Source: an optimization exercise on an open RTL-to-GDS flow (aim: small area and a short achievable clock period). Production flows keep margins and buffers that such runs may drop. Where RTL was checked, it was by simulation tests only, not by an equivalence proof against the original. No functional check of the RTL was part of run 2. No activity file was given, so power comes from the tool's default toggle rates.

$ cat flow/run.sh
#!/bin/bash
# synth_recipe.tcl (not shown) runs the flow's synth.tcl, then flattens the netlist and writes it again
# the make line also repeats each setting of config.mk as NAME=value (left out here)
make -C /OpenROAD-flow-scripts/flow DESIGN_CONFIG=/design/flow/config.mk WORK_HOME=/design/flow/orfs CLKGATE_MAP_FILE= SYNTH_SCRIPT=/design/flow/synth_recipe.tcl finish
$ cat flow/config.mk
export PLATFORM = sky130hd
export DESIGN_NAME = darkriscv
export DESIGN_NICKNAME = darkriscv
export VERILOG_FILES = /design/flow/design.v
export SDC_FILE = /design/flow/constraint.sdc
export NUM_CORES = 4
export LEC_CHECK = 0
export CAP_MARGIN = 20
export CORE_MARGIN = 2
export CORE_UTILIZATION = 40
export SLEW_MARGIN = 20
$ cat flow/constraint.sdc
create_clock -name core_clock -period 11.0 [get_ports {CLK}]
set_input_delay 2.2000 -clock core_clock [delete_from_list [all_inputs] [get_ports {CLK}]]
set_output_delay 2.2000 -clock core_clock [all_outputs]
set_load 0.01 [all_outputs]
$ cat flow/design.v
`timescale 1ns / 1ps
module darkriscv
(
    input             CLK,    
    input             RES,    
    input             HLT,    
    input      [31:0] IDATA,  
    output     [31:0] IADDR,  
    input      [31:0] DATAI,  
    output     [31:0] DATAO,  
    output     [31:0] DADDR,  
    output     [ 2:0] DLEN,  
    output            DRW,   
    output            DRD,   
    output            DWR,   
    output            DAS,   
    output [3:0]  DEBUG        
);
    reg XRES;
    reg        HLT2;
    reg [31:0] IDATA2;
    always@(posedge CLK)
    begin
        HLT2 <= HLT;
        if(HLT2^HLT) IDATA2 <= IDATA;
    end
    wire [31:0] IDATAX = XRES ? 0 : HLT2 ? IDATA2 : IDATA;
    wire [6:0] NOP  = IDATAX[6:0];
    wire [2:0] NF3  = IDATAX[14:12];
    wire [4:0] NRS1 = IDATAX[19:15];
    wire [4:0] NRS2 = IDATAX[24:20];
    wire NLUI   = NOP==7'b01101_11;
    wire NAUIPC = NOP==7'b00101_11;
    wire NJAL   = NOP==7'b11011_11;
    wire NJALR  = NOP==7'b11001_11;
    wire NBCC   = NOP==7'b11000_11;
    wire NLCC   = NOP==7'b00000_11;
    wire NSCC   = NOP==7'b01000_11;
    wire NMCC   = NOP==7'b00100_11;
    wire NRCC   = NOP==7'b01100_11;
    wire [31:0] NSIMM =
                 NSCC ? { {20{IDATAX[31]}}, IDATAX[31:25],IDATAX[11:7] } :
                 NBCC ? { {19{IDATAX[31]}}, IDATAX[31],IDATAX[7],IDATAX[30:25],IDATAX[11:8],1'b0 } :
                 NJAL ? { {11{IDATAX[31]}}, IDATAX[31], IDATAX[19:12], IDATAX[20], IDATAX[30:21], 1'b0 } :
                 NLUI||NAUIPC ? { IDATAX[31:12], 12'd0 } :
                        { {20{IDATAX[31]}}, IDATAX[31:20] };
    reg [4:0]  DPTR;
    reg [2:0]  FCT3;
    reg        F7B5;
    reg [31:0] SIMM;
    reg        XLUI, XAUIPC, XJAL, XJALR, XBCC, XLCC, XSCC, XWR, XSGN, XSUB;
    reg        SADD, SSLL, SLT, SXOR, SSR, SOR, SAND, SLD, SPC, SLNK, SIMMS;
    reg [1:0]  FLUSH;
    reg [31:0] NXPC2;
    reg [31:0] A, B;      
    reg [31:0] REGS [1:31];
    wire        NF = FLUSH==0;
    wire    LUI = NF && XLUI;
    wire  AUIPC = NF && XAUIPC;
    wire    JAL = NF && XJAL;
    wire   JALR = NF && XJALR;
    wire    BCC = NF && XBCC;
    wire    LCC = NF && XLCC;
    wire    SCC = NF && XSCC;
    wire [31:0] LDATA = FCT3[1:0]==0 ? { FCT3[2]==0&&DATAI[ 7] ? 24'hffffff : 24'd0 , DATAI[ 7: 0] } :
                        FCT3[1:0]==1 ? { FCT3[2]==0&&DATAI[15] ? 16'hffff   : 16'd0 , DATAI[15: 0] } :
                                        DATAI;
    wire [31:0] ADDSUB = XSUB ? A-B : A+B;
    wire [32:0] CMPD = {XSGN&A[31],A} - {XSGN&B[31],B};
    wire        LT = CMPD[32];
    wire        EQ = A==B;
    wire [31:0] SLL = A << B[4:0];
    wire [31:0] SRX = $signed({F7B5&A[31],A}) >>> B[4:0];
    wire [31:0] RMDATA = (SADD ? ADDSUB : 0) |
                         (SSLL ? SLL : 0) |
                         (SLT  ? {31'd0,LT} : 0) |
                         (SXOR ? A^B : 0) |
                         (SSR  ? SRX : 0) |
                         (SOR  ? A|B : 0) |
                         (SAND ? A&B : 0);
    wire BMUX = FCT3[2] ? LT^FCT3[0] : !FCT3[1] && (EQ^FCT3[0]);
    wire [31:0] PC     = NXPC2 - 8;
    wire [31:0] NXPC   = NXPC2 - 4;
    wire [31:0] PCSIMM = PC + SIMM;
    assign DADDR = A + SIMM;
    wire        JREQ = JAL||JALR||(BCC && BMUX);
    wire [31:0] JVAL = JALR ? DADDR : PCSIMM;
    wire [31:0] WDATA = SLD   ? LDATA :
                        SPC   ? PCSIMM :
                        SLNK  ? NXPC :
                        SIMMS ? SIMM :
                                RMDATA;
    wire WEN = NF && XWR && !XRES && !HLT;
    integer i;
    always@(posedge CLK)
    begin
        XRES <= RES;
        FLUSH <= XRES ? 2 : HLT ? FLUSH :
                 FLUSH ? FLUSH-1 :
                 JREQ ? 2 : 0;
        NXPC2 <= XRES ? 32'd0 : HLT ? NXPC2 :
                 JREQ ? JVAL :
                        NXPC2+4;
        for(i=1;i!=32;i=i+1)
            if(WEN && DPTR==i) REGS[i] <= WDATA;
        if(!HLT)
        begin
            DPTR   <= IDATAX[11:7];
            FCT3   <= NF3;
            F7B5   <= IDATAX[30];
            SIMM   <= NSIMM;
            XLUI   <= NLUI;
            XAUIPC <= NAUIPC;
            XJAL   <= NJAL;
            XJALR  <= NJALR;
            XBCC   <= NBCC;
            XLCC   <= NLCC;
            XSCC   <= NSCC;
            XWR    <= IDATAX[11:7]!=0 && (NLCC||NAUIPC||NJAL||NJALR||NLUI||NMCC||NRCC);
            XSGN   <= NBCC ? !NF3[1] : !NF3[0];
            XSUB   <= NRCC && NF3==0 && IDATAX[30];
            SLD    <= NLCC;
            SPC    <= NAUIPC;
            SLNK   <= NJAL||NJALR;
            SIMMS  <= NLUI;
            SADD   <= NF3==0;
            SSLL   <= NF3==1;
            SLT    <= NF3==2||NF3==3;
            SXOR   <= NF3==4;
            SSR    <= NF3==5;
            SOR    <= NF3==6;
            SAND   <= NF3==7;
            A <= NRS1==0 ? 0 :
                 WEN && DPTR==NRS1 ? WDATA : REGS[NRS1];
            B <= NMCC ? (NF3==3 ? { 20'd0, IDATAX[31:20] } : NSIMM) :
                 NRS2==0 ? 0 :
                 WEN && DPTR==NRS2 ? WDATA : REGS[NRS2];
        end
    end
    assign DATAO = B;
    assign DRW     = !SCC;
    assign DLEN[0] = (SCC||LCC)&&FCT3[1:0]==0;  
    assign DLEN[1] = (SCC||LCC)&&FCT3[1:0]==1;  
    assign DLEN[2] = (SCC||LCC)&&FCT3[1:0]==2;  
    assign DWR     = SCC;
    assign DRD     = LCC;
    assign DAS     = SCC||LCC;
    assign IADDR = NXPC2;
    assign DEBUG = { XRES, |FLUSH, SCC, LCC };
endmodule
==> results of run 1 <==
worst max path at each step:
stage,start,endpoint,cells past startpoint
4_1_cts,A[0]$_SDFFCE_PN0N_,DADDR[30],13
3_3_place_gp,IDATA[23],B[16]$_DFFE_PN_,11
3_5_place_dp,IDATA[23],B[27]$_DFFE_PN_,11
6_report,A[0]$_SDFFCE_PN0N_,DADDR[30],13
2_1_floorplan,B[2]$_DFFE_PN_,REGS[10][17]$_DFFE_PP_,15
5_1_grt,A[0]$_SDFFCE_PN0N_,DADDR[30],13
cells in the final DEF, fill, tap and decap left out, drive strengths merged, types with 54 or more instances in the layout:
cell,netlist,final
nand3,150,150
nand4,162,162
edfxtp,1147,1147
a22o,245,245
a221oi,296,296
nor3,138,138
ha,192,192
clkinv,8,64
mux2i,101,101
nor2,346,346
inv,256,263
clkdlybuf4s50,0,172
o21ai,242,242
a22oi,382,382
a21oi,289,289
o211ai,62,62
clkbuf,292,144
a21o,54,54
xnor2,85,85
nand2,308,308
buf,117,217
power by group through the flow:
stage	logic [uW]	registers, uW	clock network (uW)
4_1_cts	2950	5370	4310
3_3_place_gp	2930	5460	0
6_report	3120	5390	4340
3_5_place_dp	2940	5470	0
2_1_floorplan	1680	5390	0
5_1_grt	3210	5380	4490
cells by family after synthesis:
family          synth area share, %
xor+xnor                       1.51
buf+inv                        4.10
mux                            3.93
flops                          54.1
compound gates                 22.5
fa+ha+maj                      3.82
simple gates                   10.0
per-layer routing:
| layer | wire length (um) | GRT usage (%) | vias up |
|---|---|---|---|
| met1 | 116000 | 47.9 | 29577 |
| met4 | 38900 | 33.1 | 18 |
| met2 | 142000 | 58.0 | 6683 |
| met3 | 58900 | 18.9 | 2247 |
| met5 | 180 | 0.144 | - |
| li1 | - | - | 23084 |
registers in the layout, indices dropped and copies added (netlist names), 2 cells and up:
| signal | flops |
|---|---|
| DPTR | 5 |
| A | 32 |
| REGS | 992 |
| FCT3 | 3 |
| SIMM | 32 |
| FLUSH | 2 |
| IDATA2 | 32 |
| NXPC2 | 32 |
| B | 32 |
through the flow:
stage	cell area, um2	setup slack, ns	hold slack (ns)	instances
2_1_floorplan	65000	3.69	0.442	5682
3_3_place_gp	70200	4.48	0.451	7815
3_5_place_dp	70300	4.39	0.461	7818
4_1_cts	74400	3.89	0.473	8045
5_1_grt	74500	3.61	0.520	8050
6_report	74500	3.81	0.470	8067
final cells by class:
cell class                      count  area [um2]
Clock buffer                      144        3160
Timing Repair Buffer              389        3440
Inverter                          264         996
Tap cell                         2160        2700
Clock inverter                     83         946
Sequential cell                  1183       35200
Fill cell                       14592       86400
Multi-Input combinational cell   3826       28000
Antenna cell                       18        45.0
critical path: stages (launching register included):
cell	delay (ns)
edfxtp_1	0.58
ha_1	0.33
fa_1	0.43
a211oi_1	0.40
o21a_1	0.25
o31a_1	0.15
o21ai_0	0.21
a211oi_1	0.44
o31ai_1	0.22
nand2_1	0.13
nand2b_1	0.06
a21oi_1	0.17
xnor2_1	0.25
clkdlybuf4s50_1	0.62
==> run notes, run 1 <==
- Result of the run: finished clean
- Number of distinct library cells after synthesis: 92
- Areal power density over the cells: 172 nW/um2
- Clock insertion delay at the later pin of the skew report: approximately 0.80 ns
- Post-route clock skew: roughly 0.10 ns
- Slew Limit Headroom: between 10% and 20%
- Number of buffer cells added on primary ports: approximately 170
- DIE WIDTH: between 400 and 500 um
- Peak supply drop: 159 uV
- Setup Crit Path Kind: reg2out
- Cell area after technology mapping: 65000 um2
- Post-Syn Nets: between 5k and 6k
- Share of the synthesized area in the top cell type: between 50% and 60%
- Setup repair after global routing missed its margin: false
- CTS Buf Count: between 100 and 150
- Global-route total usage across every layer: slightly above 40%
- Area overhead of the layout relative to synthesis: 14.6%
- Die area: around 170000 um2
- Post-detailed-route DRC marker count: 0
- Setup bufs post-CTS: 0
- Number of flops mapped to enable cells by yosys: between 1k and 1.5k
- Final number of max-transition violations: 0
- Top cells by instance count after synthesis: 1147 x edfxtp_1, 382 x a22oi_1, 346 x nor2_1
- Most repeated cell in the gate-level netlist after synthesis: edfxtp_1
- Setup slack of the most critical reg-to-reg path: between 4 and 5 ns
- Clock tree from TritonCTS: built
- Final Core Density: a little under half
- Max-cap viol count: 0
- Min-Delay Path Class: reg2reg
- Type of destination of the critical path: output pin
- Async set or reset register ratio after synthesis: 0%
- Min Clock Period, post-route: a little over 7 ns
- Clock sink count: roughly 1.2k
- Fmax: approximately 140 MHz
- Fraction of power consumed by combinational cells: roughly a quarter
- Initial cell density of the core: between 40% and 50%
- Sequential area share after synthesis: approximately 54%
- Leakage: 0.0249 uW
- Wire length per cell: 44.1 um
- Post-detailed-route count of antenna-violating nets: 0
- Proportion of power drawn by the clock network: 33.8%
- Switching portion of total power: about 33%
- Total congestion overflow after global routing: 0
- Layout cell share with drive strength beyond 1: between 10% and 20%
- Critical Path Start Type: flop
- Y dimension of the die: between 400 and 500 um
- Final setup viols: 0
- Initial DRC Count: 13.0k
- Reg2Reg Depth: 13
- Hold path start: FLUSH[1]$_SDFFE_PP1N_
- Clock-pin transition on the worst setup and hold timing paths: 0.07 ns
- Area contributors post-synth: edfxtp_1 53%, a22oi_1 4.4%, a221oi_1 4.0%
- Number of storage elements in the synthesis netlist: approximately 1.2k
- Final setup TNS: 0 ns
- # rows: about 150
- H-tree depth: 3
- Initial DRT Pass Iterations: 13
- Pin count of the biggest net entering global routing: 74
- Psw: 4220 uW
- Total detailed-routing wirelength: roughly 360 mm
- Reg-to-reg critical path endpoint: REGS[17][24]$_DFFE_PP_
- I/O pin count: 174
- Cells after synthesis: ~5.7k
- Part of the power in registers: a little over two fifths
- Number of nets in the layout: between 6k and 7k
- Avg Cell Area, Syn: 11.4 um2
- Ys Warns: 34
- Total core area: 161000 um2
- Arrival time at the worst endpoint: 4.99 ns
- Maximum clock path buffer count: 3
- Total internal power: between 8000 and 9000 uW
- Vias: roughly 62k
- Max Fanout on Critical Path: 6
- CP Data Required Time: 8.80 ns
- Routability Congestion: 1.04
- Vias in the first global route: around 57k
- Root Driver: clkbuf_16
- Most common flop cell mapped by yosys: edfxtp_1
- Share of the clock period used by the worst path: ~65%
- Number of hold buffers added after cts: 0
- Power after layout: roughly 13000 uW
- FF-to-FF Start: B[2]$_DFFE_PN_
- Number of vias per cell after detailed routing: roughly 7.6
- Antenna violations before repair: 19
- Wire length of the first global-routing pass: roughly 470 mm
- Worst Max-Slew Pin Slew: between 1 and 1.5 ns
- Final number of hold-violating endpoints: 0
- Number of instances on the worst hold path: 2
- Total half-perimeter wirelength after legalization and detailed placement: around 220 mm
- Post-cts resize count: 0
- Cell type with the largest total area after synthesis: edfxtp_1
- Min-Delay Endpoint: FLUSH[0]$_SDFFE_PP0N_
==> run 2: changes to the inputs <==
--- a/flow/design.v
+++ b/flow/design.v
@@ -51,3 +51,3 @@
     reg        XLUI, XAUIPC, XJAL, XJALR, XBCC, XLCC, XSCC, XWR, XSGN, XSUB;
-    reg        SADD, SSLL, SLT, SXOR, SSR, SOR, SAND, SLD, SPC, SLNK, SIMMS;
+    reg        SADD, SSH, SLT, SXOR, SOR, SAND, SLD, SPC, SLNK, SIMMS;
     reg [1:0]  FLUSH;
@@ -67,13 +67,23 @@
                                         DATAI;
-    wire [31:0] ADDSUB = XSUB ? A-B : A+B;
-    wire [32:0] CMPD = {XSGN&A[31],A} - {XSGN&B[31],B};
-    wire        LT = CMPD[32];
+    wire [32:0] ASX = {XSGN&A[31],A};
+    wire [32:0] BSX = {XSGN&B[31],B} ^ {33{XSUB}};
+    wire [32:0] ADDSUB = ASX + BSX + {32'd0,XSUB};
+    wire        LT = ADDSUB[32];
     wire        EQ = A==B;
-    wire [31:0] SLL = A << B[4:0];
-    wire [31:0] SRX = $signed({F7B5&A[31],A}) >>> B[4:0];
-    wire [31:0] RMDATA = (SADD ? ADDSUB : 0) |
-                         (SSLL ? SLL : 0) |
+    wire        SLEFT = !FCT3[2];
+    wire [31:0] SHIN;
+    wire [31:0] SHOUT;
+    wire [31:0] SRX = $signed({F7B5&A[31]&!SLEFT,SHIN}) >>> B[4:0];
+    genvar g;
+    generate
+        for(g=0;g!=32;g=g+1)
+        begin : rev
+            assign SHIN[g]  = SLEFT ? A[31-g]   : A[g];
+            assign SHOUT[g] = SLEFT ? SRX[31-g] : SRX[g];
+        end
+    endgenerate
+    wire [31:0] RMDATA = (SADD ? ADDSUB[31:0] : 0) |
+                         (SSH  ? SHOUT : 0) |
                          (SLT  ? {31'd0,LT} : 0) |
                          (SXOR ? A^B : 0) |
-                         (SSR  ? SRX : 0) |
                          (SOR  ? A|B : 0) |
@@ -84,3 +94,23 @@
     wire [31:0] PCSIMM = PC + SIMM;
-    assign DADDR = A + SIMM;
+    wire [12:0] DLO   = {1'b0,A[11:0]} + {1'b0,SIMM[11:0]};
+    wire [19:0] AHINC;
+    wire [19:0] AHDEC;
+    genvar h;
+    generate
+        for(h=0;h!=20;h=h+1)
+        begin : incdec
+            if(h==0)
+            begin
+                assign AHINC[h] = !A[12];
+                assign AHDEC[h] = !A[12];
+            end
+            else
+            begin
+                assign AHINC[h] = A[12+h] ^  (&A[12+h-1:12]);
+                assign AHDEC[h] = A[12+h] ^ !(|A[12+h-1:12]);
+            end
+        end
+    endgenerate
+    wire [19:0] DHI   = DLO[12]==SIMM[11] ? A[31:12] : DLO[12] ? AHINC : AHDEC;
+    assign DADDR = { DHI, DLO[11:0] };
     wire        JREQ = JAL||JALR||(BCC && BMUX);
@@ -120,3 +150,3 @@
             XSGN   <= NBCC ? !NF3[1] : !NF3[0];
-            XSUB   <= NRCC && NF3==0 && IDATAX[30];
+            XSUB   <= NRCC && NF3==0 && IDATAX[30] || NF3==2 || NF3==3 || NBCC;
             SLD    <= NLCC;
@@ -126,6 +156,5 @@
             SADD   <= NF3==0;
-            SSLL   <= NF3==1;
+            SSH    <= NF3==1||NF3==5;
             SLT    <= NF3==2||NF3==3;
             SXOR   <= NF3==4;
-            SSR    <= NF3==5;
             SOR    <= NF3==6;
--- a/flow/config.mk
+++ b/flow/config.mk
@@ -10,2 +10,3 @@
 export CORE_UTILIZATION = 40
+export SETUP_SLACK_MARGIN = 4
 export SLEW_MARGIN = 20
==> run notes, run 2 <==
- Result of the run: finished clean
- Wire length per cell: 45.8 um
- Vias in the first global route: 53.5k
- Avg Cell Area, Syn: about 12 um2
- Number of nets in the layout: 5689
- Fraction of power consumed by combinational cells: around 23%
- Ys Warns: 34
- Max Fanout on Critical Path: 9
- Worst-case setup slack after placement: between 4 and 5 ns
- Min-Delay Path Class: reg2reg
- Total detailed-routing wirelength: 349 mm
- Met3 track demand over resource in global routing: roughly 16%
- Cell area after technology mapping: between 60000 and 70000 um2
- Total core area: ~160000 um2
- Number of hold buffers added after cts: 0
- Fmax: ~140 MHz
- Number of distinct library cells after synthesis: 97
- Max-cap viol count: 0
- Y dimension of the die: around 400 um
- H-tree depth: 3
- Final cell count without fillers: between 7k and 8k
- Placed Instance Area: roughly 68000 um2
- Part of the power in registers: a little over two fifths
- Global-route total usage across every layer: approximately two fifths
- CP Data Required Time: roughly 8.8 ns
- Root Driver: clkbuf_16
- Total half-perimeter wirelength after legalization and detailed placement: 213 mm
- Arrival time at the worst endpoint: approximately 4.8 ns
- Vias: 58.1k
- Clock-pin transition on the worst setup and hold timing paths: 0.06 ns
- Final Core Density: ~46%
- Initial DRT Pass Iterations: 14
- Areal power density over the cells: roughly 170 nW/um2
- Number of instances on the worst hold path: 2
- Initial cell density of the core: 40.3%
- Final setup TNS: 0 ns
- Share of the clock period used by the worst path: a little under two thirds
- Fin area: just over 70000 um2
- Psw: about 4100 uW
- Post-Syn Nets: 5564
- Setup Crit Path Kind: reg2out
- Async set or reset register ratio after synthesis: 0%
- Most repeated cell in the gate-level netlist after synthesis: edfxtp_1
- Area overhead of the layout relative to synthesis: 15.0%
- DIE WIDTH: roughly 400 um
- Clock insertion delay at the later pin of the skew report: around 0.8 ns
- Gr busiest metal: met2
- Die area: around 160000 um2
- Sequential area share after synthesis: about 56%
- Min Clock Period, post-route: 7.02 ns
- Peak supply drop: about 130 uV
- Maximum clock path buffer count: 3
- Clock tree from TritonCTS: built
- Placed instance count: 7369
- Most common flop cell mapped by yosys: edfxtp_1
- Most frequent cells in the layout: 1146 x edfxtp_1, 465 x a22oi_1, 306 x nand2_1, 266 x a21oi_1, 228 x a221oi_1
- Fillers: roughly 14k
- Max reg flops: just under 1k
- Top cells by instance count after synthesis: 1146 x edfxtp_1, 465 x a22oi_1, 306 x nand2_1
- Met1 layer usage reported by global route: about 50%
- Commonest non-fill, non-tap cell in the layout: edfxtp_1
- Leakage: between 0.02 and 0.025 uW
- Total internal power: 8450 uW
- Type of destination of the critical path: output pin
- Antenna violations before repair: 14
- Worst Max-Slew Pin Slew: approximately 1.4 ns
- Layout cell share with drive strength beyond 1: about an eighth
- Routability Congestion: approximately 1.0
- Cell type with the largest total area after synthesis: edfxtp_1
- Proportion of power drawn by the clock network: approximately 34%
- Post-route clock skew: between 0.05 and 0.06 ns
- Top register by number of flip-flops: REGS
- Final number of max-transition violations: 0
- Share of the synthesized area in the top cell type: about 55%
- Slew Limit Headroom: 7.89%
- Number of buffer cells added on primary ports: 173
- Worst path setup slack after routing: just under 4 ns
- # rows: ~150
- Reg2Reg Depth: 13
- Switching portion of total power: 32.4%
- Clock sink count: 1182
- I/O pin count: 174
- Critical Path Start Type: flop
- Cells after synthesis: 5316
- Number of flops mapped to enable cells by yosys: 1146
- Number of storage elements in the synthesis netlist: 1182
- Final number of hold-violating endpoints: 0
- Final setup viols: 0
- Pin count of the biggest net entering global routing: ~70
- Area contributors post-synth: edfxtp_1 55%, a22oi_1 5.6%, ha_1 3.5%
- Total congestion overflow after global routing: 0
- Initial DRC Count: about 12k
- Post-detailed-route count of antenna-violating nets: 0
- Post-detailed-route DRC marker count: 0
- Setup repair after global routing missed its margin: false
- Met2 demand-to-capacity share in global routing: 61.1%
- Wire length of the first global-routing pass: between 400 and 500 mm
- Number of vias per cell after detailed routing: around 7.6
- CTS Buf Count: 121
## run 2: cell count changes after synthesis, sizes merged, moves of 35 or more
cell,delta
xor2,+38
buf,+63
a22o,-69
nor2,-56
a22oi,+83
a221oi,-66
o21ai,-59
inv,-35
clkbuf,-84
## run 2: power by group through the flow
stage          sequential (uW)  combinational [uW]  clock (uW)
3_3_place_gp              5500                2710           0
2_1_floorplan             5400                1540           0
4_1_cts                   5400                2740        4200
3_5_place_dp              5500                2720           0
5_1_grt                   5400                2970        4370
6_report                  5410                2880        4210
## run 2: layer usage
metal / vias up / wire length, um
li1: 21760 / -
met1: 28044 / 115000
met2: 6206 / 143000
met3: 2031 / 54100
met4: 16 / 36700
met5: - / 157
## run 2: metrics by stage
stage	hold slack (ns)	total power, uW
floorplan	0.442	6940
detailed placement	0.467	8220
CTS	0.474	12300
finish	0.474	12500
global route	0.506	12700
global placement	0.452	8210
## run 2: what timing repair did
item                       CTS  global route
setup endpoints to repair   19            18
setup buffers                2             3
gates resized for setup     10             5
## run 2: path summary, 6_finish.rpt
check                        start                     to  slack [ns]
min          FLUSH[1]$_SDFFE_PP1N_  FLUSH[0]$_SDFFE_PP0N_        0.47
max reg2reg         B[0]$_DFFE_PN_  REGS[6][30]$_DFFE_PP_        4.47
max             A[2]$_SDFFCE_PN0N_              DADDR[20]        3.98
min reg2reg  FLUSH[1]$_SDFFE_PP1N_  FLUSH[0]$_SDFFE_PP0N_        0.47
## run 2: critical path: stages, from the launching register on
cell and delay [ns]:
edfxtp_1 0.67, ha_1 0.50, a211oi_2 0.12, o21a_1 0.25, o31ai_2 0.42, a31oi_2 0.25
nor2_1 0.38, a31oi_1 0.17, xnor2_1 0.64, clkdlybuf4s50_1 0.67
## run 2: cell type report
type | instances | area (um2) | share of cell area, %
antenna | 12 | 30.0 | 0.0416
clock buffer | 145 | 3130 | 4.33
clock inverter | 81 | 857 | 1.19
inverter | 223 | 842 | 1.17
multi-input combinational | 3523 | 26200 | 36.3
sequential | 1182 | 35100 | 48.7
tap | 2058 | 2570 | 3.57
timing repair buffer | 390 | 3440 | 4.76
## run 2: cells by family after synthesis
kind of cell,after synthesis,synth area share [%]
simple gates,1219,9.42
compound gates,1808,21.3
fa+ha+maj,181,3.64
flops,1182,55.9
xor+xnor,162,2.27
buf+inv,611,4.01
mux,153,3.46
==> run 3: changes to the inputs <==
--- a/flow/design.v
+++ b/flow/design.v
@@ -26,3 +26,3 @@
     end
-    wire [31:0] IDATAX = XRES ? 0 : HLT2 ? IDATA2 : IDATA;
+    wire [31:0] IDATAX = HLT2 ? IDATA2 : IDATA;
     wire [6:0] NOP  = IDATAX[6:0];
@@ -71,3 +71,3 @@
     wire        LT = ADDSUB[32];
-    wire        EQ = A==B;
+    wire        EQ = ADDSUB[31:0]==0;  
     wire        SLEFT = !FCT3[2];
@@ -94,3 +94,4 @@
     wire [31:0] PCSIMM = PC + SIMM;
-    wire [12:0] DLO   = {1'b0,A[11:0]} + {1'b0,SIMM[11:0]};
+    reg  [5:0]  DLO;
+    reg         DC6;
     wire [19:0] AHINC;
@@ -113,4 +114,9 @@
     endgenerate
-    wire [19:0] DHI   = DLO[12]==SIMM[11] ? A[31:12] : DLO[12] ? AHINC : AHDEC;
-    assign DADDR = { DHI, DLO[11:0] };
+    wire [6:0]  DMID0 = {1'b0,A[11:6]} + {1'b0,SIMM[11:6]};
+    wire [6:0]  DMID1 = {1'b0,A[11:6]} + {1'b0,SIMM[11:6]} + 7'd1;
+    wire [6:0]  DMID  = DC6 ? DMID1 : DMID0;
+    wire        DINC  = DMID[6] && !SIMM[11];
+    wire        DDEC  = !DMID[6] && SIMM[11];
+    wire [19:0] DHI = DINC ? AHINC : DDEC ? AHDEC : A[31:12];
+    assign DADDR = { DHI, DMID[5:0], DLO };
     wire        JREQ = JAL||JALR||(BCC && BMUX);
@@ -123,2 +129,4 @@
     wire WEN = NF && XWR && !XRES && !HLT;
+    wire [31:0] ANEXT   = NRS1==0 ? 0 : WEN && DPTR==NRS1 ? WDATA : REGS[NRS1];
+    wire [6:0]  DLONEXT = {1'b0,ANEXT[5:0]} + {1'b0,NSIMM[5:0]};
     integer i;
@@ -161,4 +169,5 @@
             SAND   <= NF3==7;
-            A <= NRS1==0 ? 0 :
-                 WEN && DPTR==NRS1 ? WDATA : REGS[NRS1];
+            A    <= ANEXT;
+            DLO  <= DLONEXT[5:0];
+            DC6  <= DLONEXT[6];
             B <= NMCC ? (NF3==3 ? { 20'd0, IDATAX[31:20] } : NSIMM) :
==> flow/flow/run.sh (new file) <==
#!/bin/bash
# Layout flow: the standard flow (standard synthesis and every ORFS step
# unchanged), except that the input and output port buffers are buf_4 cells
# instead of ORFS's default choice, a slow delay-cell buffer.
set -euo pipefail
export BUFFER_PORTS_ARGS="-buffer_cell sky130_fd_sc_hd__buf_4"
bash standard.sh > "$PWD/log_standard_flow.log" 2>&1
==> flow/standard.sh (new file) <==
#!/bin/bash
# synth_recipe.tcl (not shown) runs the flow's synth.tcl, then flattens the netlist and writes it again
# the make line also repeats each setting of config.mk as NAME=value (left out here)
make -C /OpenROAD-flow-scripts/flow DESIGN_CONFIG=/design/flow/config.mk WORK_HOME=/design/flow/orfs CLKGATE_MAP_FILE= SYNTH_SCRIPT=/design/flow/synth_recipe.tcl "${@:-finish}"
--- a/flow/config.mk
+++ b/flow/config.mk
@@ -9,4 +9,5 @@
 export CORE_MARGIN = 2
-export CORE_UTILIZATION = 40
-export SETUP_SLACK_MARGIN = 4
+export CORE_UTILIZATION = 30
+export PLACE_DENSITY = 0.5
+export SETUP_SLACK_MARGIN = 5
 export SLEW_MARGIN = 20
removed: flow/run.sh
==> run notes, run 3 <==
- Result of the run: finished clean
- Gate family responsible for the most delay along the worst path: compound AO/OA/AOI/OAI gates
- Areal power density over the cells: 189 nW/um2
- Cell area after technology mapping: around 62000 um2
- Leakage: roughly 0.025 uW
- Most common flop cell mapped by yosys: edfxtp_1
- DIE WIDTH: around 460 um
- Cell type with the largest total area after synthesis: edfxtp_1
- Share of the clock period used by the worst path: a little under three fifths
- Part of the power in registers: between 40% and 50%
- Y dimension of the die: 460 um
- Initial cell density of the core: between 30% and 40%
- Placed instance count: about 8.0k
- Async set or reset register ratio after synthesis: 0%
- Avg Cell Area, Syn: about 12 um2
- Worst Max-Slew Pin Slew: about 1.3 ns
- Antenna violations before repair: 18
- Sequential area share after synthesis: ~57%
- Final cell count without fillers: ~8.3k
- CTS Buf Count: 131
- Root Driver: clkbuf_16
- Clock-pin transition on the worst setup and hold timing paths: around 0.060 ns
- Share of the synthesized area in the top cell type: a little under three fifths
- Max Fanout on Critical Path: 18
- Fillers: approximately 20k
- Pin count of the biggest net entering global routing: 89
- Number of flops mapped to enable cells by yosys: 1153
- Type of destination of the critical path: flop
- Buffers and inverters on the worst path: 2
- Maximum clock path buffer count: 3
- Clock sink count: approximately 1.2k
- Number of buffer cells added on primary ports: 173
- Final setup TNS: 0 ns
- Most repeated cell in the gate-level netlist after synthesis: edfxtp_1
- Initial DRT Pass Iterations: 12
- Number of nets in the layout: around 5.6k
- Fraction of power consumed by combinational cells: between 20% and 30%
- Top cells by instance count after synthesis: 1153 x edfxtp_1, 483 x a22oi_1, 287 x clkbuf_1
- Most frequent cells in the layout: 1153 x edfxtp_1, 481 x a22oi_1, 422 x buf_4, 244 x a21oi_1, 239 x inv_1
- CP Data Required Time: approximately 12 ns
- Number of storage elements in the synthesis netlist: about 1.2k
- Final number of hold-violating endpoints: 0
- Setup repair after global routing missed its margin: true
- Number of distinct library cells after synthesis: between 100 and 150
- Arrival time at the worst endpoint: 6.71 ns
- Post-route clock skew: 0.0432 ns
- Vias in the first global route: approximately 52k
- Switching portion of total power: approximately 34%
- Wire length of the first global-routing pass: 445 mm
- Die area: between 200000 and 250000 um2
- Min-Delay Path Class: reg2reg
- Total core area: just over 200000 um2
- Post-detailed-route DRC marker count: 0
- Area contributors post-synth: edfxtp_1 55%, a22oi_1 5.8%, ha_1 3.6%
- Max-cap viol count: 0
- Initial DRC Count: ~12k
- Total congestion overflow after global routing: 0
- Routability Congestion: approximately 1
- Vias: 56.6k
- Clock tree from TritonCTS: built
- Max reg flops: 992
- Post-Syn Nets: between 5k and 6k
- Setup Crit Path Kind: in2reg
- Global-route total usage across every layer: 30.2%
- Commonest non-fill, non-tap cell in the layout: edfxtp_1
- Critical Path Start Type: primary input
- Peak supply drop: around 180 uV
- Clock insertion delay at the later pin of the skew report: approximately 0.8 ns
- Power after layout: 13900 uW
- Cells after synthesis: 5189
- I/O pin count: around 170
- Total internal power: 9110 uW
- Proportion of power drawn by the clock network: about 33%
- Wire length per cell: between 40 and 50 um
- Final number of max-transition violations: 0
- Chain of cells forming the critical path: buf_4 > o32ai_1 > nand2_1 > nor2_4 > buf_4 > a22o_1 > a221oi_1 > nand4_1 > o221ai_1 > o21ai_0 > ha_1 > a21o_1 > a21oi_1 > nor2b_1 > o21ai_0 > nand2b_1
- Min Clock Period, post-route: ~6 ns
- Psw: about 4800 uW
- Ys Warns: 34
- Number of vias per cell after detailed routing: roughly 7
- Delay of the slowest cell on the worst path: 0.86 ns
- CP max-delay cell: nor2_4
- Total half-perimeter wirelength after legalization and detailed placement: between 200 and 250 mm
- H-tree depth: 4
- Post-detailed-route count of antenna-violating nets: 0
- Slew Limit Headroom: approximately a tenth
- # rows: between 150 and 200
- Area overhead of the layout relative to synthesis: 18.1%
- Total detailed-routing wirelength: 332 mm
- Layout cell share with drive strength beyond 1: between 10% and 20%
- Final setup viols: 0
- Top register by number of flip-flops: REGS
- Fmax: 162 MHz
==> run 3: cell types whose count changed in the layout (fill, tap and decap cells not counted), sizes merged, moves of 16 or more <==
cell,before,now
a21o,57,39
a21oi,275,257
a221oi,230,208
a222oi,50,66
a22oi,465,483
a32oi,7,23
buf,218,430
clkbuf,145,163
clkdlybuf4s50,172,0
inv,225,249
nand2,307,237
nand3,155,128
o211ai,40,69
==> run 3: worst min-delay path, delay by kind of cell, from the launching register on <==
family,cells,cell delay (ns)
AOI/OAI and AO/OA,1,0.05
DFF,1,0.33
and+or+nand+nor,1,0.06
==> run 3: final cells by class <==
cell class                 count  area [um2]  share of cell area, %
sequential                  1189       35300                   47.9
multi-input combinational   3394       26300                   35.7
tap                         2788        3490                   4.73
clock buffer                 160        3450                   4.68
timing repair buffer         433        3330                   4.52
inverter                     246         932                   1.26
clock inverter                76         861                   1.17
antenna                       11        27.5                 0.0373
timing repair inverter         1        7.51                 0.0102
==> run 3: path summary, 6_finish.rpt <==
check	cells past startpoint	slack (ns)	startpoint	to
setup / recovery	16	4.83	IDATA[18]	DC6$_DFFE_PN_
hold / removal	2	0.48	FLUSH[1]$_SDFFE_PP1N_	FLUSH[0]$_SDFFE_PP0N_
setup reg to reg	19	5.14	FCT3[2]$_DFFE_PN_	DC6$_DFFE_PN_
hold reg to reg	2	0.48	FLUSH[1]$_SDFFE_PP1N_	FLUSH[0]$_SDFFE_PP0N_
==> run 3: through the flow <==
stage          hold WS [ns]  setup WS (ns)  utilization [%]  cell area, um2
2_1_floorplan         0.442           5.56                -           62500
3_3_place_gp          0.450           4.39             32.9           68200
3_5_place_dp          0.474           4.41             33.0           68300
4_1_cts               0.482           4.95             35.3           73200
5_1_grt               0.534           4.86             35.6           73700
6_report              0.483           4.83             35.6           73700
==> run 3: logic make-up after synthesis <==
logic type,synth area share (%)
xor gates and xnor gates,2.13
adders and majority gates,3.79
DFF,56.6
and+or+nand+nor,8.95
buffers and inverters,3.76
AOI/OAI and AO/OA,21.1
muxes,3.70
==> run 3: repair_timing <==
action / 4_1_cts / 5_1_grt
hold buffers: 0 / 0
pin swaps: 16 / 18
setup buffers: 38 / 21
endpoints found under the setup margin: 53 / 85
gates cloned: 2 / 1
gates resized for setup: 54 / 43
==> run 3: power groups by stage <==
stage,combinational [uW],sequential (uW),clock [uW]
global route,3960,5560,4720
global placement,3440,5670,0
floorplan,2000,5540,0
detailed placement,3450,5670,0
finish,3800,5560,4530
CTS,3570,5550,4550
==> run 3: metal layers <==
metal | track usage, % | up-vias | wire (um)
met2 | 43.7 | 5704 | 136000
li1 | - | 21506 | -
met1 | 37.8 | 27743 | 119000
met3 | 12.6 | 1598 | 52000
met5 | 0.276 | - | 222
met4 | 17.2 | 20 | 25200
==> run 4: changes to the inputs <==
--- a/flow/design.v
+++ b/flow/design.v
@@ -95,3 +95,3 @@
     reg  [5:0]  DLO;
-    reg         DC6;
+    reg         DC6, DCS0, DCS1;
     wire [19:0] AHINC;
@@ -114,9 +114,8 @@
     endgenerate
-    wire [6:0]  DMID0 = {1'b0,A[11:6]} + {1'b0,SIMM[11:6]};
-    wire [6:0]  DMID1 = {1'b0,A[11:6]} + {1'b0,SIMM[11:6]} + 7'd1;
-    wire [6:0]  DMID  = DC6 ? DMID1 : DMID0;
-    wire        DINC  = DMID[6] && !SIMM[11];
-    wire        DDEC  = !DMID[6] && SIMM[11];
+    wire [5:0]  DMID = A[11:6] + SIMM[11:6] + {5'd0,DC6};
+    wire        DC12 = DC6 ? DCS1 : DCS0;
+    wire        DINC = DC12 && !SIMM[11];
+    wire        DDEC = !DC12 && SIMM[11];
     wire [19:0] DHI = DINC ? AHINC : DDEC ? AHDEC : A[31:12];
-    assign DADDR = { DHI, DMID[5:0], DLO };
+    assign DADDR = { DHI, DMID, DLO };
     wire        JREQ = JAL||JALR||(BCC && BMUX);
@@ -131,2 +130,4 @@
     wire [6:0]  DLONEXT = {1'b0,ANEXT[5:0]} + {1'b0,NSIMM[5:0]};
+    wire [6:0]  DHNEXT0 = {1'b0,ANEXT[11:6]} + {1'b0,NSIMM[11:6]};          
+    wire [6:0]  DHNEXT1 = {1'b0,ANEXT[11:6]} + {1'b0,NSIMM[11:6]} + 7'd1;   
     integer i;
@@ -172,2 +173,4 @@
             DC6  <= DLONEXT[6];
+            DCS0 <= DHNEXT0[6];
+            DCS1 <= DHNEXT1[6];
             B <= NMCC ? (NF3==3 ? { 20'd0, IDATAX[31:20] } : NSIMM) :
==> flow/flow/run.sh (replaced) <==
#!/bin/bash
# Layout flow: the standard flow (standard synthesis and every ORFS step
# unchanged), except:
#  - the input and output port buffers are buf_4 cells instead of ORFS's
#    default choice, a slow delay-cell buffer;
set -euo pipefail
export BUFFER_PORTS_ARGS="-buffer_cell sky130_fd_sc_hd__buf_4"
export MAKEFLAGS="SETUP_SLACK_MARGIN=6"
bash standard.sh > "$PWD/log_standard_flow.log" 2>&1
--- a/flow/config.mk
+++ b/flow/config.mk
@@ -10,4 +10,6 @@
 export CORE_UTILIZATION = 30
+export CTS_CLUSTER_DIAMETER = 75
+export CTS_CLUSTER_SIZE = 25
 export PLACE_DENSITY = 0.5
-export SETUP_SLACK_MARGIN = 5
 export SLEW_MARGIN = 20
+export TNS_END_PERCENT = 10
==> run notes, run 4 <==
- Initial DRT Pass Iterations: 13
- Result of the run: finished clean
- Initial cell density of the core: between 30% and 40%
- Post-Synth Adder-Cell Area: under 10%
- Post-route clock skew: ~0.069 ns
- Y dimension of the die: approximately 460 um
- Pin count of the biggest net entering global routing: between 70 and 80
- Number of nets in the layout: about 5.7k
- Critical Path Start Type: primary input
- Arrival time at the worst endpoint: 6.12 ns
- Reg-to-reg critical path endpoint: DCS1$_DFFE_PN_
- Total detailed-routing wirelength: 334 mm
- Number of vias per cell after detailed routing: 6.84
- Simple logic cell fraction of the synthesized area: 9.01%
- Max Fanout on Critical Path: 18
- Total half-perimeter wirelength after legalization and detailed placement: 203 mm
- Async set or reset register ratio after synthesis: 0%
- Post-detailed-route count of antenna-violating nets: 0
- Number of buffer cells added on primary ports: 173
- Reg2Reg Depth: 22
- Global-route total usage across every layer: 30.5%
- Max-cap viol count: 0
- Min Clock Period, post-route: about 5.6 ns
- Final setup TNS: 0 ns
- Antenna violations before repair: 20
- Area contributors post-synth: edfxtp_1 56%, a22oi_1 5.7%, ha_1 3.7%
- Main combinational cell family by area after synthesis: compound AO/OA/AOI/OAI gates
- Worst Max-Slew Pin Slew: 1.29 ns
- Number of instances on the worst hold path: 2
- Setup Crit Path Kind: in2reg
- Number of distinct library cells after synthesis: 86
- Wire length of the first global-routing pass: 447 mm
- FF-to-FF Start: A[12]$_SDFFCE_PP0N_
- Most frequent cells in the layout: 1155 x edfxtp_1, 469 x a22oi_1, 436 x buf_4, 245 x nand2_1, 232 x inv_1
- Portion of netlist area occupied by mux cells: 3.21%
- Area overhead of the layout relative to synthesis: 18.4%
- Slew Limit Headroom: ~14%
- Post-detailed-route DRC marker count: 0
- Routability Congestion: roughly 1
- Root Driver: clkbuf_16
- Placed instance count: approximately 7.9k
- # rows: 167
- Clock tree from TritonCTS: built
- Clock sink count: between 1k and 1.5k
- Avg Cell Area, Syn: 12.0 um2
- Maximum clock path buffer count: 3
- Clock insertion delay at the later pin of the skew report: about 0.78 ns
- Sequential area share after synthesis: around 57%
- Wire length per cell: between 40 and 50 um
- Min-Delay Endpoint: FLUSH[0]$_SDFFE_PP0N_
- Clock-pin transition on the worst setup and hold timing paths: 0.09 ns
- Vias in the first global route: 52.6k
- DIE WIDTH: ~460 um
- Cells after synthesis: 5195
- Worst-case setup slack after placement: between 3 and 4 ns
- H-tree depth: 3
- Type of destination of the critical path: flop
- Number of flops mapped to enable cells by yosys: around 1.2k
- I/O pin count: 174
- Hold path start: FLUSH[1]$_SDFFE_PP1N_
- Number of hold buffers added after cts: 0
- Layout cell share with drive strength beyond 1: a little under a fifth
- Worst path setup slack after routing: 5.37 ns
- Post-synthesis share of cell area spent on xor and xnor gates: about 2.1%
- CTS Buf Count: 81
- Most common flop cell mapped by yosys: edfxtp_1
- Cell area after technology mapping: a little over 60000 um2
- Commonest non-fill, non-tap cell in the layout: edfxtp_1
- Final number of hold-violating endpoints: 0
- Initial DRC Count: around 12k
- Ys Warns: 34
- Min-Delay Path Class: reg2reg
- Most repeated cell in the gate-level netlist after synthesis: edfxtp_1
- Share of the synthesized area in the top cell type: a little under three fifths
- Share of the clock period used by the worst path: 51.1%
- Final number of max-transition violations: 0
- Cell type with the largest total area after synthesis: edfxtp_1
- Total core area: slightly above 200000 um2
- Number of storage elements in the synthesis netlist: 1191
- Top register by number of flip-flops: REGS
- Final cell count without fillers: between 8k and 9k
- Fmax: 178 MHz
- CP Data Required Time: 11.49 ns
- Total congestion overflow after global routing: 0
- Vias: ~56k
- Peak supply drop: 122 uV
- Setup repair after global routing missed its margin: true
- Hold slack: between 0.4 and 0.5 ns
- Max reg flops: 992
- Setup slack of the most critical reg-to-reg path: about 5.6 ns
- Top cells by instance count after synthesis: 1155 x edfxtp_1, 470 x a22oi_1, 298 x clkbuf_1
- Compound-Gate Fraction of Synth Area: a little over a fifth
- Areal power density over the cells: roughly 180 nW/um2
- Final setup viols: 0
- Post-Syn Nets: 5453
- Leakage: between 0.02 and 0.025 uW
- Die area: ~210000 um2
## run 4: report_power, final
part | total [uW] | leakage (uW) | internal, uW | switching, uW
registers | 5540 | 0.0108 | 5320 | 220
logic | 3970 | 0.0125 | 1320 | 2650
clock network | 3470 | 0.00140 | 1590 | 1880
## run 4: kinds of logic (layout without fill, tap and decap cells)
kind of cell,Yosys count,in the layout
AO/OA/AOI/OAI,1779,1780
flip-flops,1191,1191
AND/OR/NAND/NOR,1144,1145
buffers and inverters,604,894
adder cells (fa/ha/maj),191,191
XOR/XNOR,147,147
multiplexers,139,140
other,0,8
## run 4: stage by stage
step,instance area [um2],utilization (%),total power [uW]
5_1_grt,73600,35.6,13300
2_1_floorplan,62400,-,7540
6_report,73600,35.6,13000
4_1_cts,73100,35.4,12700
3_5_place_dp,67800,32.8,9080
3_3_place_gp,67700,32.8,9070
## run 4: worst max-delay path, cell delays in order
cell and delay (ns):
buf_4 0.14, mux2i_4 0.36, nand2_4 0.26, nor2_4 0.13, buf_4 0.36, buf_8 0.34
a22oi_1 0.14, nand3_1 0.16, nor4_2 0.07, nor3_1 0.15, a31oi_1 0.08, nor2_2 0.24
ha_1 0.27, a21o_1 0.16, a21o_1 0.18, a21o_1 0.17, a21oi_2 0.12, xor2_1 0.08
nor4_1 0.36, xor2_1 0.12
## run 4: layout make-up
| class | instances | area [um2] |
|---|---|---|
| antenna | 8 | 20.0 |
| clock buffer | 83 | 2060 |
| clock inverter | 55 | 850 |
| fill | 20023 | 133000 |
| inverter | 246 | 956 |
| multi-input combinational | 3403 | 26400 |
| sequential | 1191 | 35400 |
| tap | 2704 | 3380 |
| timing repair buffer | 505 | 4500 |
| timing repair inverter | 5 | 32.5 |
## run 4: metal layers
metal | up-vias | part of all wire (%) | wire, um | track usage (%)
met4 | 24 | 7.9 | 26500 | 17.7
met2 | 5447 | 41 | 137000 | 44.8
met5 | - | 0.24 | 793 | 2.62
li1 | 21478 | - | - | -
met1 | 27523 | 36 | 120000 | 37.8
met3 | 1596 | 15 | 49300 | 12.1
## run 4: what timing repair did
item	CTS	global route
cloned	15	1
resized for setup	228	39
setup endpoints to repair	983	484
setup buffers	129	23
pin swaps	81	16
## run 4: how the worst max path moves through the flow
stage	slack (ns)	depth (start not counted)	startpoint	to
after global routing	5.27	22	IDATA[17]	DCS1$_DFFE_PN_
after CTS	5.43	12	A[12]$_SDFFCE_PP0N_	DADDR[25]
after floorplan	5.61	19	IDATA[17]	DCS1$_DFFE_PN_
after global placement	4.00	19	IDATA[18]	DCS1$_DFFE_PN_
final	5.37	20	IDATA[16]	DCS1$_DFFE_PN_
after detailed placement	3.98	19	IDATA[18]	DCS1$_DFFE_PN_
==> run 5: changes to the inputs <==
--- a/flow/config.mk
+++ b/flow/config.mk
@@ -10,4 +10,4 @@
 export CORE_UTILIZATION = 30
-export CTS_CLUSTER_DIAMETER = 75
-export CTS_CLUSTER_SIZE = 25
+export CTS_CLUSTER_DIAMETER = 60
+export CTS_CLUSTER_SIZE = 20
 export PLACE_DENSITY = 0.5
==> run notes, run 5 <==
- Result of the run: finished clean
- Vias: between 50k and 60k
- Final cell count without fillers: about 8.2k
- Clock sink count: 1191
- Number of nets in the layout: 5691
- H-tree depth: 3
- Number of hold buffers added after cts: 0
- Total half-perimeter wirelength after legalization and detailed placement: 203 mm
- Compound-Gate Fraction of Synth Area: a little over a fifth
- Top cells by instance count after synthesis: 1155 x edfxtp_1, 470 x a22oi_1, 298 x clkbuf_1
- Leakage: ~0.025 uW
- Routability Congestion: between 1 and 1.5
- Areal power density over the cells: between 150 and 200 nW/um2
- Placed instance count: slightly below 8k
- Fraction of power consumed by combinational cells: a little under 30%
- Total internal power: ~8600 uW
- Cell area after technology mapping: 62100 um2
- Die area: between 200000 and 250000 um2
- Final setup TNS: 0 ns
- Placed Instance Area: around 68000 um2
- Total congestion overflow after global routing: 0
- Cell type with the largest total area after synthesis: edfxtp_1
- Post-Syn Nets: between 5k and 6k
- Wire length per cell: a little over 40 um
- Final setup viols: 0
- Ys Warns: 34
- Setup Crit Path Kind: reg2out
- Vias in the first global route: 52.5k
- Number of storage elements in the synthesis netlist: 1191
- Post-synthesis share of cell area spent on xor and xnor gates: ~2.1%
- Peak supply drop: 135 uV
- Post-Synth Adder-Cell Area: 3.92%
- Max Fanout on Critical Path: 4
- DIE WIDTH: 459 um
- Clock-pin transition on the worst setup and hold timing paths: around 0.08 ns
- Min Clock Period, post-route: 5.63 ns
- Y dimension of the die: ~460 um
- Final number of hold-violating endpoints: 0
- Top register by number of flip-flops: REGS
- Simple logic cell fraction of the synthesized area: a little under a tenth
- Global-route total usage across every layer: between 30% and 40%
- Portion of netlist area occupied by mux cells: under 10%
- Wire length of the first global-routing pass: about 440 mm
- Slew Limit Headroom: between 10% and 20%
- Root Driver: clkbuf_16
- Initial DRT Pass Iterations: 13
- Layout cell share with drive strength beyond 1: between 10% and 20%
- Psw: 4840 uW
- Area overhead of the layout relative to synthesis: 19.0%
- I/O pin count: roughly 170
- Number of flops mapped to enable cells by yosys: between 1k and 1.5k
- # rows: between 150 and 200
- Total detailed-routing wirelength: around 330 mm
- Part of the power in registers: a little over 40%
- Number of vias per cell after detailed routing: between 6 and 7
- Power after layout: 13400 uW
- Async set or reset register ratio after synthesis: 0%
- CP Data Required Time: between 8 and 9 ns
- Final number of max-transition violations: 0
- Share of the synthesized area in the top cell type: a little under three fifths
- Initial cell density of the core: a little under a third
- Min-Delay Path Class: reg2reg
- Maximum clock path buffer count: 3
- Fin area: 73900 um2
- Clock tree from TritonCTS: built
- Type of destination of the critical path: output pin
- Area contributors post-synth: edfxtp_1 56%, a22oi_1 5.7%, ha_1 3.7%
- CTS Buf Count: between 100 and 150
- Max reg flops: ~990
- Number of buffer cells added on primary ports: 173
- Fmax: between 150 and 200 MHz
- Worst Max-Slew Pin Slew: approximately 1.3 ns
- Most common flop cell mapped by yosys: edfxtp_1
- Antenna violations before repair: 21
- Number of distinct library cells after synthesis: 86
- Initial DRC Count: 12.1k
- Share of the clock period used by the worst path: approximately 51%
- Critical Path Start Type: flop
- Cells after synthesis: a little over 5k
- Total core area: 206000 um2
- Post-route clock skew: 0.0914 ns
- Setup repair after global routing missed its margin: true
- Sequential area share after synthesis: 57.0%
- Post-detailed-route count of antenna-violating nets: 0
- Proportion of power drawn by the clock network: 29.6%
- Most repeated cell in the gate-level netlist after synthesis: edfxtp_1
- Pin count of the biggest net entering global routing: 79
- Commonest non-fill, non-tap cell in the layout: edfxtp_1
- Arrival time at the worst endpoint: ~3.4 ns
- Clock insertion delay at the later pin of the skew report: ~0.82 ns
- Main combinational cell family by area after synthesis: compound AO/OA/AOI/OAI gates
- Avg Cell Area, Syn: between 10 and 15 um2
- Switching portion of total power: about 36%
- Max-cap viol count: 0
- Post-detailed-route DRC marker count: 0
- Most frequent cells in the layout: 1155 x edfxtp_1, 470 x a22oi_1, 423 x buf_4, 245 x nand2_1, 231 x inv_1
[run 5: final timing paths]
check                                           start                    end  slack [ns]  cells after the start
worst max-delay path              A[12]$_SDFFCE_PP0N_              DADDR[25]        5.37                     12
worst min-delay path            FLUSH[1]$_SDFFE_PP1N_  FLUSH[0]$_SDFFE_PP0N_        0.48                      2
worst max register to register    A[24]$_SDFFCE_PP0N_         DCS1$_DFFE_PN_        5.52                     18
worst min register to register  FLUSH[1]$_SDFFE_PP1N_  FLUSH[0]$_SDFFE_PP0N_        0.48                      2
[run 5: power groups by stage]
stage | Combinational [uW] | Clock [uW] | Sequential, uW
CTS | 3680 | 3990 | 5530
global placement | 3410 | 0 | 5670
global route | 4070 | 4150 | 5540
finish | 3910 | 3970 | 5550
floorplan | 2020 | 0 | 5520
detailed placement | 3420 | 0 | 5670
[run 5: per-layer routing]
layer | up-vias | part of all wire, % | global-route usage (%)
met5 | - | 0.033 | 0
met4 | 14 | 7.7 | 17.7
met3 | 1546 | 15 | 12.1
met2 | 5407 | 41 | 44.5
met1 | 27513 | 36 | 37.7
li1 | 21480 | - | -
[run 5: final cells by class]
| type | instances | area (um2) |
|---|---|---|
| clock buffers | 104 | 2560 |
| flip-flops and latches | 1191 | 35400 |
| diodes | 6 | 15.0 |
| multi-input cells | 3403 | 26300 |
| inverters | 246 | 956 |
| fillers | 19970 | 132000 |
| clock inverters | 75 | 1070 |
| well taps | 2704 | 3380 |
| repair inverters | 5 | 30.0 |
| repair buffers | 485 | 4210 |
[run 5: logic make-up (layout without fill, tap and decap cells)]
| family | after synthesis | in the layout |
|---|---|---|
| AND/OR/NAND/NOR | 1144 | 1145 |
| AO/OA/AOI/OAI | 1779 | 1780 |
| flip-flops | 1191 | 1191 |
| other | 0 | 6 |
| multiplexers | 139 | 140 |
| adder cells (fa/ha/maj) | 191 | 191 |
| buffers and inverters | 604 | 915 |
| XOR/XNOR | 147 | 147 |
[run 5: worst max-delay path: stages (launching register included)]
cell	delay, ns
edfxtp_1	0.55
buf_6	0.20
clkinvlp_4	0.10
ha_4	0.13
and3_4	0.20
nand3_4	0.09
nand4b_1	0.24
nor2_2	0.18
nand2_2	0.09
or4_4	0.51
o21ai_4	0.09
xnor2_2	0.14
buf_4	0.15
[run 5: repair_timing]
action / in CTS / in global routing
pin swaps: 61 / 18
setup endpoints to repair: 899 / 516
gates cloned: 12 / 1
hold endpoints to repair: 0 / 0
setup buffers: 107 / 27
gates resized for setup: 199 / 40
[run 5: stage by stage]
stage	utilization, %	hold WS (ns)	setup slack (ns)
after detailed placement	32.8	0.472	3.98
after global placement	32.8	0.456	4.00
after floorplan	-	0.442	5.61
final	35.8	0.476	5.37
after CTS	35.6	0.482	5.41
after global routing	35.8	0.531	5.28
==> run 6: changes to the inputs <==
==> flow/flow/run.sh (replaced) <==
#!/bin/bash
# Layout flow: the standard flow (standard synthesis and every ORFS step
# unchanged), except:
#  - the input and output port buffers are buf_2 cells instead of ORFS's
#    default choice, a slow delay-cell buffer;
set -euo pipefail
export BUFFER_PORTS_ARGS="-buffer_cell sky130_fd_sc_hd__buf_2"
export MAKEFLAGS="SETUP_SLACK_MARGIN=6"
bash standard.sh > "$PWD/log_standard_flow.log" 2>&1
==> flow/config.mk (replaced) <==
export PLATFORM = sky130hd
export DESIGN_NAME = darkriscv
export DESIGN_NICKNAME = darkriscv
export VERILOG_FILES = /design/flow/design.v
export SDC_FILE = /design/flow/constraint.sdc
export NUM_CORES = 4
export LEC_CHECK = 0
export CAP_MARGIN = 10
export CORE_MARGIN = 2
export CORE_UTILIZATION = 30
export CTS_CLUSTER_DIAMETER = 75
export CTS_CLUSTER_SIZE = 25
export PLACE_DENSITY = 0.62
export SLEW_MARGIN = 10
export TNS_END_PERCENT = 10
==> run notes, run 6 <==
- Number of distinct library cells after synthesis: between 80 and 90
- Placed instance count: 7893
- Die area: approximately 210000 um2
- DIE WIDTH: around 460 um
- CP Data Required Time: approximately 11 ns
- Final number of hold-violating endpoints: 0
- Min Clock Period, post-route: between 5 and 6 ns
- Most repeated cell in the gate-level netlist after synthesis: edfxtp_1
- Ys Warns: 34
- Number of vias per cell after detailed routing: ~6.9
- Number of storage elements in the synthesis netlist: about 1.2k
- Top register by number of flip-flops: REGS
- Leakage: about 0.025 uW
- Result of the run: finished with violations
- Critical Path Start Type: primary input
- CTS Buf Count: 70
- Final setup TNS: 0 ns
- Global-route total usage across every layer: approximately 29%
- Avg Cell Area, Syn: 12.0 um2
- Post-route clock skew: approximately 0.058 ns
- Setup Crit Path Kind: in2reg
- Top cells by instance count after synthesis: 1155 x edfxtp_1, 470 x a22oi_1, 298 x clkbuf_1
- Final Core Density: between 30% and 40%
- Peak supply drop: about 110 uV
- Violated layout checks: capacitance limit, slew limit
- Clock tree from TritonCTS: built
- Number of nets in the layout: around 5.7k
- Async set or reset register ratio after synthesis: 0%
- Total congestion overflow after global routing: 0
- Clock-pin transition on the worst setup and hold timing paths: 0.10 ns
- Final setup viols: 0
- Maximum clock path buffer count: 3
- Chain of cells forming the critical path: buf_2 > mux2_4 > or3_4 > nor2_4 > buf_6 > buf_12 > buf_4 > a221oi_1 > nand4_1 > nor3_1 > buf_4 > o22ai_1 > ha_1 > a21oi_2 > xor2_1 > nor4_2 > xor2_1
- Wire length per cell: 39.5 um
- Number of buffer cells added on primary ports: 173
- Fillers: 20.0k
- Y dimension of the die: approximately 460 um
- CP max-delay cell: or3_4
- Hold slack: around 0.48 ns
- Post-Syn Nets: 5453
- Cell area after technology mapping: ~62000 um2
- Power after layout: around 13000 uW
- Setup slack of the most critical reg-to-reg path: between 5 and 6 ns
- Post-detailed-route count of antenna-violating nets: 0
- Vias: roughly 57k
- Clock insertion delay at the later pin of the skew report: between 0.7 and 0.8 ns
- Initial DRT Pass Iterations: 14
- Min-Delay Path Class: reg2reg
- Vias in the first global route: 52.3k
- Max reg flops: 992
- Clock sink count: ~1.2k
- Type of destination of the critical path: flop
- Cell type with the largest total area after synthesis: edfxtp_1
- Total detailed-routing wirelength: 325 mm
- Most common flop cell mapped by yosys: edfxtp_1
- Area contributors post-synth: edfxtp_1 56%, a22oi_1 5.7%, ha_1 3.7%
- Area overhead of the layout relative to synthesis: 17.7%
- Worst Max-Slew Pin Slew: between 1.5 and 2 ns
- Commonest non-fill, non-tap cell in the layout: edfxtp_1
- Initial cell density of the core: a little under a third
- Number of hold buffers added after cts: 0
- Wire length of the first global-routing pass: between 400 and 500 mm
- Number of flops mapped to enable cells by yosys: between 1k and 1.5k
- Initial DRC Count: between 10k and 15k
- Delay of the slowest cell on the worst path: 0.42 ns
- H-tree depth: 3
- Final cell count without fillers: 8223
- I/O pin count: around 170
- Fmax: around 180 MHz
- Root Driver: clkbuf_16
- Final number of max-transition violations: 5
- Max Fanout on Critical Path: 14
- Share of the synthesized area in the top cell type: a little under three fifths
- Areal power density over the cells: ~170 nW/um2
- Arrival time at the worst endpoint: around 6 ns
- Total core area: ~210000 um2
- Share of the clock period used by the worst path: about half
- Pin count of the biggest net entering global routing: 84
- Sequential area share after synthesis: ~57%
- Setup repair after global routing missed its margin: true
- # rows: 167
- Antenna violations before repair: 23
- Routability Congestion: around 1.0
- Post-detailed-route DRC marker count: 0
- Max-cap viol count: 2
- Total half-perimeter wirelength after legalization and detailed placement: ~200 mm
- Slew Limit Headroom: -14.5%
- Cells after synthesis: between 5k and 6k
- Layout cell share with drive strength beyond 1: between 10% and 20%
- Most frequent cells in the layout: 1155 x edfxtp_1, 467 x a22oi_1, 300 x buf_4, 246 x nand2_1, 233 x inv_1
-- run 6: path summary, 6_finish.rpt --
| path | depth (start not counted) | to | startpoint |
|---|---|---|---|
| worst max-delay path | 17 | DCS1$_DFFE_PN_ | IDATA[19] |
| worst max register to register | 19 | DCS1$_DFFE_PN_ | B[4]$_DFFE_PN_ |
| worst min-delay path | 2 | FLUSH[0]$_SDFFE_PP0N_ | FLUSH[1]$_SDFFE_PP1N_ |
| worst min register to register | 2 | FLUSH[0]$_SDFFE_PP0N_ | FLUSH[1]$_SDFFE_PP1N_ |
-- run 6: final cells by class --
| class | instances | area [um2] | share of cell area (%) |
|---|---|---|---|
| Antenna cell | 8 | 20.0 | 0.0274 |
| Timing Repair inverter | 4 | 22.5 | 0.0308 |
| Multi-Input combinational cell | 3403 | 26400 | 36.1 |
| Sequential cell | 1191 | 35400 | 48.4 |
| Timing Repair Buffer | 557 | 4600 | 6.29 |
| Inverter | 246 | 946 | 1.29 |
| Clock inverter | 34 | 498 | 0.681 |
| Clock buffer | 76 | 1840 | 2.51 |
| Tap cell | 2704 | 3380 | 4.63 |
-- run 6: cells by family (layout without fill, tap and decap cells) --
logic type / Yosys count / count (layout) / synth area share, %
other cells: 0 / 8 / 0
buf+inv: 604 / 917 / 3.73
simple gates: 1144 / 1146 / 9.01
fa+ha+maj: 191 / 191 / 3.92
mux: 139 / 139 / 3.21
xor+xnor: 147 / 147 / 2.07
compound gates: 1779 / 1780 / 21.1
flops: 1191 / 1191 / 57.0
-- run 6: through the flow --
step,setup WS (ns),area [um2]
CTS,5.63,71800
finish,5.48,73100
detailed placement,4.01,67400
floorplan,5.61,62400
global placement,3.97,67400
global route,5.51,73100
-- run 6: worst max-delay path, delay by kind of cell --
| family | cells | cell delay [ns] |
|---|---|---|
| buffers and inverters | 5 | 1.17 |
| adder cells (fa/ha/maj) | 1 | 0.34 |
| AO/OA/AOI/OAI | 3 | 0.66 |
| XOR/XNOR | 2 | 0.21 |
| AND/OR/NAND/NOR | 5 | 1.04 |
| multiplexers | 1 | 0.33 |
-- run 6: what timing repair did --
action	4_1_cts	5_1_grt
resized for setup	218	112
cloned	6	8
hold endpoints to repair	0	0
setup endpoints to repair	504	543
setup buffers	124	72
pin swaps	62	56
-- run 6: power by group --
group | total (uW) | internal (uW) | switching, uW
Sequential | 5520 | 5320 | 202
Clock | 3030 | 1310 | 1710
Combinational | 3960 | 1290 | 2670
-- run 6: routing by layer --
| metal | wire length, um | GRT usage, % | part of all wire, % |
|---|---|---|---|
| met5 | 676 | 0.0689 | 0.21 |
| met4 | 29300 | 19.4 | 9.0 |
| met3 | 55100 | 13.6 | 17 |
| met2 | 128000 | 40.9 | 39 |
| met1 | 112000 | 35.6 | 34 |
==> run 7: changes to the inputs <==
--- a/flow/config.mk
+++ b/flow/config.mk
@@ -12,3 +12,3 @@
 export CTS_CLUSTER_SIZE = 25
-export PLACE_DENSITY = 0.62
+export PLACE_DENSITY = 0.5
 export SLEW_MARGIN = 10
==> run notes, run 7 <==
- Post-detailed-route count of antenna-violating nets: 0
- Setup Crit Path Kind: reg2out
- Power after layout: about 13000 uW
- Root Driver: clkbuf_16
- Main combinational cell family by area after synthesis: compound AO/OA/AOI/OAI gates
- CTS Buf Count: 83
- Total congestion overflow after global routing: 0
- Most common flop cell mapped by yosys: edfxtp_1
- Y dimension of the die: 459 um
- Avg Cell Area, Syn: roughly 12 um2
- Maximum clock path buffer count: 3
- Compound-Gate Fraction of Synth Area: a little over a fifth
- Total half-perimeter wirelength after legalization and detailed placement: 208 mm
- CP Data Required Time: slightly below 9 ns
- Share of the clock period used by the worst path: approximately 50%
- Clock-pin transition on the worst setup and hold timing paths: around 0.07 ns
- Delay of the slowest cell on the worst path: between 0.5 and 0.6 ns
- Chain of cells forming the critical path: buf_6 > inv_4 > ha_4 > and3_4 > nand3_4 > nand4b_1 > nor2_2 > nand2_2 > or4_4 > o21ai_4 > xnor2_2 > buf_2
- Number of nets in the layout: ~5.8k
- Clock insertion delay at the later pin of the skew report: about 0.78 ns
- Routability Congestion: a little under 1
- Layout cell share with drive strength beyond 1: 21.6%
- I/O pin count: ~170
- Arrival time at the worst endpoint: around 3.2 ns
- Leakage: about 0.025 uW
- Worst Max-Slew Pin Slew: 1.33 ns
- Post-detailed-route DRC marker count: 0
- Result of the run: finished clean
- Max Fanout on Critical Path: 3
- Final number of max-transition violations: 0
- Slew Limit Headroom: between 10% and 20%
- Final setup viols: 0
- Pin count of the biggest net entering global routing: 79
- Initial cell density of the core: 30.1%
- Fillers: between 20k and 25k
- Die area: ~210000 um2
- Cell area after technology mapping: a little over 60000 um2
- Simple logic cell fraction of the synthesized area: a little under a tenth
- Antenna violations before repair: 28
- Areal power density over the cells: between 150 and 200 nW/um2
- CP max-delay cell: or4_4
- Min Clock Period, post-route: 5.41 ns
- Most repeated cell in the gate-level netlist after synthesis: edfxtp_1
- Top cells by instance count after synthesis: 1155 x edfxtp_1, 470 x a22oi_1, 298 x clkbuf_1
- Type of destination of the critical path: output pin
- Clock sink count: roughly 1.2k
- Fmax: between 150 and 200 MHz
- Final setup TNS: 0 ns
- Post-Syn Nets: between 5k and 6k
-- run 7: changes by cell type in the layout (fill, tap and decap cells not counted), moves of 5 or more --
cell        previous run  this run
buf_4                300       366
a21oi_1              230       223
nor3_1                72        67
a21oi_2               17        23
a221oi_4               2         7
buf_12                37        43
clkbuf_16             78        93
a221oi_1             202       197
clkinvlp_4             5        12
inv_16                 3         8
buf_6                 27        37
nand2_2                6        12
-- run 7: cell type report --
type                    instances  area [um2]  share of cell area [%]
flip-flops and latches       1191       35400                    47.3
multi-input cells            3404       26600                    35.6
repair buffers                639        5410                    7.23
well taps                    2704        3380                    4.52
clock buffers                  84        2080                    2.78
inverters                     246         962                    1.29
clock inverters                59         865                    1.16
repair inverters                5        30.0                  0.0401
diodes                         11        27.5                  0.0368
-- run 7: path summary, 6_finish.rpt --
kind | startpoint | slack (ns) | to | cells after the start
hold reg to reg | FLUSH[1]$_SDFFE_PP1N_ | 0.47 | FLUSH[0]$_SDFFE_PP0N_ | 2
hold / removal | FLUSH[1]$_SDFFE_PP1N_ | 0.47 | FLUSH[0]$_SDFFE_PP0N_ | 2
setup reg to reg | A[13]$_SDFFCE_PP0N_ | 5.63 | REGS[25][24]$_DFFE_PP_ | 15
setup / recovery | A[13]$_SDFFCE_PP0N_ | 5.59 | DADDR[25] | 12
-- run 7: layer usage --
metal	vias to the layer above	share of wire (%)	track usage, %
li1	21763	-	-
met1	28010	36	38.7
met2	5317	42	46.2
met3	1633	14	11.2
met4	29	7.9	17.5
met5	-	0.087	0.413
-- run 7: stage by stage --
stage / hold slack (ns) / setup WS (ns) / utilization [%] / cells
global placement: 0.453 / 3.86 / 32.6 / 7894
finish: 0.472 / 5.59 / 36.2 / 8343
floorplan: 0.442 / 5.61 / - / 5195
detailed placement: 0.472 / 3.84 / 32.6 / 7894
global route: 0.510 / 5.51 / 36.2 / 8334
CTS: 0.478 / 5.65 / 35.1 / 8187
-- run 7: kinds of logic (layout without fill, tap and decap cells) --
kind of cell | count (synthesis) | after routing
buffers and inverters | 604 | 1033
XOR/XNOR | 147 | 147
adder cells (fa/ha/maj) | 191 | 191
AO/OA/AOI/OAI | 1779 | 1780
AND/OR/NAND/NOR | 1144 | 1147
flip-flops | 1191 | 1191
multiplexers | 139 | 139
other | 0 | 11
-- run 7: worst max-delay path, delay by kind of cell (launching register included) --
family | cells | cell delay, ns
buf+inv | 3 | 0.40
simple gates | 6 | 1.29
flops | 1 | 0.44
compound gates | 1 | 0.09
xor+xnor | 1 | 0.14
fa+ha+maj | 1 | 0.12
-- run 7: report_power, final --
| group | leakage (uW) | switching [uW] | internal (uW) | total [uW] |
|---|---|---|---|---|
| Sequential | 0.0108 | 187 | 5320 | 5510 |
| Clock | 0.00142 | 1920 | 1600 | 3520 |
| Combinational | 0.0132 | 2760 | 1360 | 4110 |
| Total | 0.0254 | 4860 | 8280 | 13100 |
-- run 7: repair_timing --
action | in CTS | in global routing
gates cloned | 6 | 15
buffers inserted | 144 | 129
pin swaps | 52 | 82
setup endpoints to repair | 974 | 691
resized for setup | 191 | 203
hold buffers | 0 | 0

Re-timed with assumed drivers on the ports (clkbuf_16 on the clock, buf_2 on other inputs), run 7 has 5.500 ns of setup slack against 5.588 ns with ideal ports, and 4.847 ns once port delays also move by the mid clock arrival of 0.827 ns.
